Source: an optimization exercise on an open RTL-to-GDS flow (aim: small area). Production flows keep margins and buffers that such runs may drop. In this exercise RTL edits were held to simulation tests only and were not proved equivalent to the original. Power and IR drop assume default switching activity. The flow treats the clock pin as an ideal source, which a real chip does not have.

## run Z
==> module tpu, before the edit <==
module tpu #(parameter N = 4, parameter K = 8) (
    input  logic s_clk,
    input  logic s_rst_n,
    input  logic s_update,
    input  logic s_in,
    output logic s_out
);
    reg [148:0] pc;
    always @(posedge s_clk)
        pc <= {s_in, pc[148:1]};
    reg [3:0] off;      
    reg [7:0] sc;
    reg       zf;       
    always @(posedge s_clk) begin
        if (!s_rst_n) begin
            off <= 4'd0;
            sc  <= 8'h01;
            zf  <= 1'b1;
        end else if (s_update) begin
            off <= off + 4'd1;
            sc  <= 8'h01;
        end else if (sc != 8'hd2) begin
            sc <= {sc[6:0], sc[7] ^ sc[5] ^ sc[4] ^ sc[3]};
            if (sc == 8'h69) begin
                off <= 4'd0;
                zf  <= 1'b0;
            end
        end
    end
    wire [2:0] opcode = pc[148:146];
    wire [2:0] regno  = pc[145:143];
    wire dec   = s_rst_n && s_update && (off == 4'd0) && (opcode <= 3'd4);
    wire chain0 = pc[4'd15 - off];
    reg       act;
    reg [2:0] op;
    reg [2:0] rsel;
    reg [6:0] cnt;
    wire is_rhm = (op == 3'd0);
    wire is_lw  = (op == 3'd1);
    wire is_ls  = (op == 3'd2);
    wire is_mm  = (op == 3'd3);
    wire start = (dec && opcode != 3'd4) ||
                 (s_rst_n && s_update && off == 4'd2 && op == 3'd4);
    wire adv = act;
    always @(posedge s_clk) begin
        if (dec) begin
            op   <= opcode;
            rsel <= regno;
        end
        cnt <= start ? 7'd0 : cnt + 7'd1;
        if (start)
            act <= 1'b1;
        else if (cnt == 7'd127)
            act <= 1'b0;
    end
    reg wz, sz, mmz;
    always @(posedge s_clk) begin
        if (!s_rst_n) begin
            wz <= 1'b1;
            sz <= 1'b1;
        end else if (dec) begin
            if (opcode == 3'd1) wz <= 1'b0;
            if (opcode == 3'd2) sz <= 1'b0;
        end
        if (dec) mmz <= wz | sz;
    end
    reg [127:0] rf [0:K-1];
    wire rout = rf[rsel][0];
    reg [15:0] wk [0:N-1];
    reg [15:0] sk [0:N-1];
    reg [5:0]  acc;
    wire [2:0] q = cnt[2:0];
    wire       slot = !q[2] && !mmz;     
    wire [5:0] psum = ({2'b0, sk[0][0] && slot ? wk[0][3:0] : 4'd0}
                     + {2'b0, sk[1][0] && slot ? wk[1][3:0] : 4'd0})
                    + ({2'b0, sk[2][0] && slot ? wk[2][3:0] : 4'd0}
                     + {2'b0, sk[3][0] && slot ? wk[3][3:0] : 4'd0});
    wire [6:0] msum = {1'b0, (q == 3'd0) ? 6'd0 : acc} + {1'b0, psum};
    wire       mbit = msum[0];
    always @(posedge s_clk)
        acc <= msum[6:1];
    wire wd = is_mm ? mbit : is_rhm ? pc[14] : rout;
    genvar r, k;
    generate
        for (r = 0; r < K; r = r + 1) begin : g_rf
            always @(posedge s_clk)
                if (adv && rsel == r)
                    rf[r] <= {wd, rf[r][127:1]};
        end
        for (k = 0; k < N; k = k + 1) begin : g_ws
            wire wen = adv && ((is_lw && !cnt[2] && cnt[4:3] == k) ||
                               (is_mm && cnt[4:2] == 3'b111));
            wire sen = adv && ((is_ls && !cnt[2] && cnt[6:5] == k) ||
                               (is_mm && !cnt[2]));
            always @(posedge s_clk) begin
                if (wen) wk[k] <= {is_mm ? wk[k][0] : rout, wk[k][15:1]};
                if (sen) sk[k] <= {is_mm ? sk[k][0] : rout, sk[k][15:1]};
            end
        end
    endgenerate
    reg von;
    always @(posedge s_clk)
        if (!s_rst_n) von <= 1'b0;
        else if (dec) von <= (opcode == 3'd4);
    wire ovr = von && act;
    assign s_out = !zf && (ovr ? rout : chain0);
endmodule
clock: 6.0 ns
lec_check: 0
cap_margin: 20
core_margin: 2
core_utilization: 40
place_density: 0.6
slew_margin: 20
standard.sh (not shown) runs the stock make flow with config.mk's settings and CLKGATE_MAP_FILE= SYNTH_SCRIPT=/design/flow/synth_recipe.tcl, a recipe that flattens the netlist after the stock synthesis.
==> flow/flow/run.sh <==
#!/bin/bash
# The standard layout, with the clock tree built without dummy loads.
set -euo pipefail
bash standard.sh finish \
  "CTS_ARGS=-sink_clustering_enable -repair_clock_nets -dont_use_dummy_load -sink_clustering_size 32 -sink_clustering_max_diameter 80 -buf_list sky130_fd_sc_hd__clkbuf_16" \
  > make_finish.log 2>&1
Edits applied to the flow inputs when going from run Z to run X:
diff --git a/flow/design.v b/flow/design.v
--- a/flow/design.v
+++ b/flow/design.v
@@ -9,19 +9,19 @@
     always @(posedge s_clk)
         pc <= {s_in, pc[148:1]};
     reg [3:0] off;      
-    reg [7:0] sc;
+    reg [7:0] sc;       
     reg       zf;       
     always @(posedge s_clk) begin
         if (!s_rst_n) begin
             off <= 4'd0;
-            sc  <= 8'h01;
+            sc  <= 8'd0;
             zf  <= 1'b1;
         end else if (s_update) begin
             off <= off + 4'd1;
-            sc  <= 8'h01;
-        end else if (sc != 8'hd2) begin
-            sc <= {sc[6:0], sc[7] ^ sc[5] ^ sc[4] ^ sc[3]};
-            if (sc == 8'h69) begin
+            sc  <= 8'd0;
+        end else if (sc != 8'd134) begin
+            sc <= sc + 8'd1;
+            if (sc == 8'd133) begin
                 off <= 4'd0;
                 zf  <= 1'b0;
             end
@@ -29,7 +29,7 @@
     end
     wire [2:0] opcode = pc[148:146];
     wire [2:0] regno  = pc[145:143];
-    wire dec   = s_rst_n && s_update && (off == 4'd0) && (opcode <= 3'd4);
+    wire start = s_rst_n && s_update && (off == 4'd0) && (opcode <= 3'd4);
     wire chain0 = pc[4'd15 - off];
     reg       act;
     reg [2:0] op;
@@ -39,30 +39,29 @@
     wire is_lw  = (op == 3'd1);
     wire is_ls  = (op == 3'd2);
     wire is_mm  = (op == 3'd3);
-    wire start = (dec && opcode != 3'd4) ||
-                 (s_rst_n && s_update && off == 4'd2 && op == 3'd4);
-    wire adv = act;
+    wire is_whm = (op == 3'd4);
+    wire adv = act && (!is_whm || !s_update);
     always @(posedge s_clk) begin
-        if (dec) begin
+        if (start) begin
+            act  <= 1'b1;
             op   <= opcode;
             rsel <= regno;
+            cnt  <= 7'd0;
+        end else if (adv) begin
+            cnt <= cnt + 7'd1;
+            if (cnt == 7'd127) act <= 1'b0;
         end
-        cnt <= start ? 7'd0 : cnt + 7'd1;
-        if (start)
-            act <= 1'b1;
-        else if (cnt == 7'd127)
-            act <= 1'b0;
     end
     reg wz, sz, mmz;
     always @(posedge s_clk) begin
         if (!s_rst_n) begin
             wz <= 1'b1;
             sz <= 1'b1;
-        end else if (dec) begin
+        end else if (start) begin
             if (opcode == 3'd1) wz <= 1'b0;
             if (opcode == 3'd2) sz <= 1'b0;
         end
-        if (dec) mmz <= wz | sz;
+        if (start) mmz <= wz | sz;
     end
     reg [127:0] rf [0:K-1];
     wire rout = rf[rsel][0];
@@ -78,14 +77,15 @@
     wire [6:0] msum = {1'b0, (q == 3'd0) ? 6'd0 : acc} + {1'b0, psum};
     wire       mbit = msum[0];
     always @(posedge s_clk)
-        acc <= msum[6:1];
-    wire wd = is_mm ? mbit : is_rhm ? pc[14] : rout;
+        if (adv && is_mm) acc <= msum[6:1];
+    wire wd = is_mm ? mbit : pc[14];
+    wire wr = is_rhm || is_mm;
     genvar r, k;
     generate
         for (r = 0; r < K; r = r + 1) begin : g_rf
             always @(posedge s_clk)
                 if (adv && rsel == r)
-                    rf[r] <= {wd, rf[r][127:1]};
+                    rf[r] <= {wr ? wd : rf[r][0], rf[r][127:1]};
         end
         for (k = 0; k < N; k = k + 1) begin : g_ws
             wire wen = adv && ((is_lw && !cnt[2] && cnt[4:3] == k) ||
@@ -101,7 +101,7 @@
     reg von;
     always @(posedge s_clk)
         if (!s_rst_n) von <= 1'b0;
-        else if (dec) von <= (opcode == 3'd4);
-    wire ovr = von && act;
+        else if (start) von <= (opcode == 3'd4);
+    wire ovr = von && act && off != 4'd1 && off != 4'd2;
     assign s_out = !zf && (ovr ? rout : chain0);
 endmodule
Results
- Between run Z and run X, ratio of routed vias to standard cells is higher for run X, run Z comes in under that.
- Proportion of final cell area spent on non-clock buffers up 0.26 points in run X wrt run Z
- In the tables for run Z and run X, number of combinational gates with multiple inputs reads higher with run X.
- Relative to run Z, run X degrades overall via count from detail_route.
- In the reports for run Z and run X, the smaller final critical-path share of the clock period belongs to run Z.
- Comparing run Z and run X, the lower layout overhead on the synthesized area is on run Z.
- Compared with run Z, in run X met1 usage grew by 0.33 points, summed area of non-filler cells in the final layout grew by about 0.8%.
- On sequential power, run Z and run X are neck and neck.
- The area of the multi-input gates reported for run X is greater than that of run Z by about 11%.
- Diff run Z and run X: wire length higher in run X
- First-pass GRT wire length improves in run X relative to run Z.
- Between run Z and run X, the multiplexer area fraction after synthesis figures differ only marginally.
- The non-clock buffer total of the final layout reported for run X is greater than that of run Z by 2.

afterwards: timing with drivers on the ports:
No port has a modelled driver above. Below, the same layouts with a new extraction and two added sets of constraints.
Step 1 (the two cells are an assumption about what drives the block):
set clk [get_ports {s_clk}]
set_driving_cell -lib_cell sky130_fd_sc_hd__clkbuf_16 $clk
set_driving_cell -lib_cell sky130_fd_sc_hd__buf_2 [delete_from_list [all_inputs] $clk]
Step 2 times the ports against the registers' clock, not the clock port: input delays grow and output delays shrink by t, the midpoint of the rising clock arrivals with the driver on.
Three values: ideal ports, drivers, drivers and shift; two values: the first two.
run	shift t [ns]	setup WS [ns]	hold WS [ns]	latest minus earliest clock arrival (ns)
run Z	0.661	1.756 / 1.756 / 1.756	0.329 / 0.329 / 0.329	0.075 / 0.075
run X	0.660	1.582 / 1.582 / 1.582	0.314 / 0.314 / 0.314	0.092 / 0.092
After both steps setup and hold are still met in every run listed.
